This is an optimization exercise on Yosys and OpenROAD, whose aim is small area and a short achievable clock period, not a production implementation. At most, simulation tests tie the RTL to the original design; equivalence was not proved.

== build 92 ==
==> flow/design.v (excerpt) <==
module thresholding(
    input wire clk, reset, enable,
    input wire signed [11 : 0] sig,
    output wire signed [11 : 0] y,
    output reg done,
    output reg [11 : 0] id
    );
localparam W = 13;
function lt_const11(input [10 : 0] a, input [10 : 0] k);
    integer i;
    reg r;
    begin
        r = 1'b0;
        for (i = 0; i < 11; i = i + 1)
            r = k[i] ? (~a[i] | r) : (~a[i] & r);
        lt_const11 = r;
    end
endfunction
function le_const16(input [15 : 0] a, input [15 : 0] k);
    integer i;
    reg r;
    begin
        r = 1'b1;
        for (i = 0; i < 16; i = i + 1)
            r = k[i] ? (~a[i] | r) : (~a[i] & r);
        le_const16 = r;
    end
endfunction
function [11 : 0] add_const12(input [11 : 0] a, input [11 : 0] k);
    integer i, j, m;
    reg c, t;
    begin
        for (i = 0; i < 12; i = i + 1) begin
            c = 1'b0;
            for (j = 0; j < i; j = j + 1) begin
                if (k[j]) begin
                    t = 1'b1;
                    for (m = i - 1; m > j; m = m - 1)
                        if (!k[m]) t = t & a[m];
                    t = t & a[j];
                    c = c | t;
                end
            end
            add_const12[i] = a[i] ^ k[i] ^ c;
        end
    end
endfunction
reg [11 : 0] dn [0 : W - 1];          
reg [16 : 0] nl;                      
reg [11 : 0] x13;                     
reg first;                            
reg [7 : 0] grp;                      
wire idle = ~id[11] & (&id[10 : 0]);
wire working = ~idle;
reg [11 : 0] id_inc;
reg id_c;
integer k;
always @* begin
    id_c = 1'b1;
    for (k = 0; k < 12; k = k + 1) begin
  ...
export LEC_CHECK = 0
export CAP_MARGIN = 20
export CORE_MARGIN = 2
export CORE_UTILIZATION = 40
export CTS_BUF_LIST = sky130_fd_sc_hd__clkbuf_8
export CTS_CLUSTER_DIAMETER = 60
export CTS_CLUSTER_SIZE = 20
export SLEW_MARGIN = 20
create_clock -name core_clock -period 14.0 [get_ports {clk}]
standard.sh (not shown) runs the stock make flow with config.mk's settings and CLKGATE_MAP_FILE= SYNTH_SCRIPT=/design/flow/synth_recipe.tcl, a recipe that flattens the netlist after the stock synthesis.
==> flow/flow/run.sh <==
#!/bin/bash
set -euo pipefail
bash standard.sh "BUFFER_PORTS_ARGS=-buffer_cell sky130_fd_sc_hd__buf_2" SETUP_SLACK_MARGIN=9.0 finish > standard.log 2>&1
Build 92 reached the end of the flow, and the finished layout is clean on the timing, DRC and antenna checks.
## Diff of input files: build 10 against build 92
- changing CORE_UTILIZATION from 40 to 55
- setting PLACE_DENSITY to 0.8 for the first time
==> flow/flow/run.sh <==
#!/bin/bash
set -euo pipefail
bash standard.sh "BUFFER_PORTS_ARGS=-buffer_cell sky130_fd_sc_hd__buf_2" SETUP_SLACK_MARGIN=9.3 finish > standard.log 2>&1
==> run summary <==
- Looking at build 10 and build 92, the worst hold slack is a wash.
- Diff build 10 and build 92: share of final layout cell area taken by non-clock buffers higher in build 10
- In the tables for build 10 and build 92, count of placed standard cells including taps reads higher with build 92.
- Going from build 92 to build 10, wire length grew slightly.
- Build 10 vs build 92: count of clock-buffer cells in the layout down in build 10
- Die area in build 10 is 0.0067 mm² lower than in build 92
Inputs modified between build 10 and build 65:
- clearing PLACE_DENSITY, which used to be 0.8
- swapping 55 for 40 in CORE_UTILIZATION
==> comparison <==
- Compared with build 10, in build 65 weighted congestion at the end of routability-driven global placement went down about 15%; die outline area went up 0.0067 mm²; clock edge transition at the registers on the reported setup and hold paths held; count of input and output buffers held.
- Build 65: all stages complete, timing, DRC and antenna checks passed
- Data arrival at the endpoint of the critical path: build 10 vs build 65 — no meaningful difference
- | maximum clock skew at final layout | lower: build 65 |
- Build 65 vs build 10: shortest period the worst path allows down
Changes in build 31 relative to build 65:
- setting ABC_AREA to 1 for the first time
Results
On relative area change from synthesis to final layout, build 31 and build 65 are basically level. Summary of build 31 over build 65: number of non-filler instances in the completed layout now larger, die area now larger, via count now larger, maximum achievable frequency now smaller. Looking at final hold slack, build 31 sits 0.0094 ns above build 65. Re final core area utilization: build 31 and build 65 aren't equal, and the higher value belongs to build 65. Against build 65, build 31 comes in 0.63 points higher on aggregate global-route resource usage. Summary of build 31 over build 65: met1 layer usage reported by global route has increased, slew at the pin with the worst max-slew slack rose by 0.0053 ns.
--- input diff build 31..build 4 ---
- ABC_AREA removed (was 1)
- CTS_CLUSTER_SIZE removed (was 20)
- CTS_CLUSTER_DIAMETER removed (was 60)
==> flow/flow/run.sh <==
#!/bin/bash
set -euo pipefail
bash standard.sh "BUFFER_PORTS_ARGS=-buffer_cell sky130_fd_sc_hd__buf_2" SETUP_SLACK_MARGIN=9.5 finish > standard.log 2>&1
==> comparison <==
Build 4 was carried through to the last stage, and its layout satisfied the timing, DRC and antenna checks.
Build 4 vs build 31 — multi-input logic area climbed by a few percent
Build 4 ended up with a higher core utilization than build 31 did.
Going from build 31 to build 4, final standard cell area without fillers now larger; largest net degree at the start of global routing now larger; count of multi-input gates now smaller; die area now smaller.
Going from build 31 to build 4, post-route worst hold slack shrinks by 0.022 ns.
In the reports for build 4 and build 31, the larger die outline width belongs to build 31.
Build 4 — mean instance size in the synthesized netlist 15% higher, build 31 as reference

========
run 1:
Another version of the RTL of thresholding (not shown whole).
Size in the first run: about 710 cells after synthesis, ~9600 sq um of cells after synthesis.
// thresholding
module thresholding(
    input wire clk, reset, enable,
    input wire signed [11 : 0] sig,
    output wire signed [11 : 0] y,
    output reg done,
    output reg [11 : 0] id
    );
export LEC_CHECK = 0
export CAP_MARGIN = 20
export CORE_MARGIN = 2
export CORE_UTILIZATION = 40
export CTS_BUF_LIST = sky130_fd_sc_hd__clkbuf_8
export SLEW_MARGIN = 20
create_clock -name core_clock -period 14.0 [get_ports {clk}]
==> flow/flow/run.sh <==
#!/bin/bash
set -euo pipefail
bash standard.sh "BUFFER_PORTS_ARGS=-buffer_cell sky130_fd_sc_hd__buf_2" SETUP_SLACK_MARGIN=9.2 finish > standard.log 2>&1
Inputs modified between run 1 and run 2:
Settings: changing CORE_UTILIZATION from 40 to 60.
==> flow/flow/run.sh <==
#!/bin/bash
set -euo pipefail
bash standard.sh "BUFFER_PORTS_ARGS=-buffer_cell sky130_fd_sc_hd__buf_2" SETUP_SLACK_MARGIN=9.5 finish > standard.log 2>&1
- For the cell count along the critical path, run 2 came in 11 lower than run 1 did.
- Going from run 1 to run 2, smallest setup slack after layout increased 0.045 ns; number of nets in the layout now sits lower; cell area decreased by 0.36% relative to the old numbers; floorplan core area lower; depth of the worst register-to-register path went down by 11.
The following lists how run 3 was set up differently from run 2:
Settings: CORE_UTILIZATION now 40, was 60.
Notes after the runs:
Going from run 2 to run 3, minimum clock period climbed 0.076 ns, post-layout net count saw little to no change.
Run 3 vs run 2 on area growth from synthesis to layout: run 3 is the higher one.
Compared to run 2, run 3 leaves more free space in the core.
Run 3: fraction of the cycle the final worst path needs higher than run 2
Run 3 — global routing usage summed across all routing layers 7.0 points lower, run 2 as reference
No run of this note included a check of the RTL's function; only the layout flow was run.

==> afterwards: timing with drivers on the ports <==
In the flow no input, the clock included, has a driving cell. The finished layouts below were timed again as built, in two steps.
Step 1: set_driving_cell puts a clkbuf_16 on clk and a buf_2 on each other input, an assumption about the parent block.
Step 2 adds t to the input delays and takes it off the output delays; t is the mean of the earliest and latest rising clock arrival at the registers after step 1. Input paths then give back, and output paths get back, about the clock's delay inside the block.
a / b / c = ideal ports / drivers / drivers and shift; a / b = the first two.
run | shift t [ns] | setup WS [ns] | worst hold slack (ns) | worst data-port slew with drivers (ns)
build 92 | 0.556 | 9.159 / 9.116 / 8.646 | 0.405 / 0.405 / 0.405 | 0.04
build 10 | 0.534 | 9.234 / 9.202 / 8.842 | 0.408 / 0.408 / 0.408 | 0.05
build 65 | 0.548 | 9.244 / 9.203 / 8.858 | 0.414 / 0.414 / 0.414 | 0.06
build 31 | 0.556 | 9.115 / 9.070 / 8.952 | 0.423 / 0.423 / 0.423 | 0.05
build 4 | 0.560 | 9.181 / 9.138 / 8.941 | 0.401 / 0.401 / 0.401 | 0.07
run 1 | 0.550 | 8.757 / 8.757 / 8.757 | 0.408 / 0.408 / 0.408 | 0.03
run 2 | 0.549 | 8.802 / 8.802 / 8.802 | 0.399 / 0.399 / 0.399 | 0.03
run 3 | 0.553 | 8.726 / 8.726 / 8.726 | 0.417 / 0.417 / 0.417 | 0.03
After both steps every run listed still meets setup and hold. For build 92, which loses most, drivers alone change the setup slack by -0.043 ns; drivers and shift together by -0.513 ns.
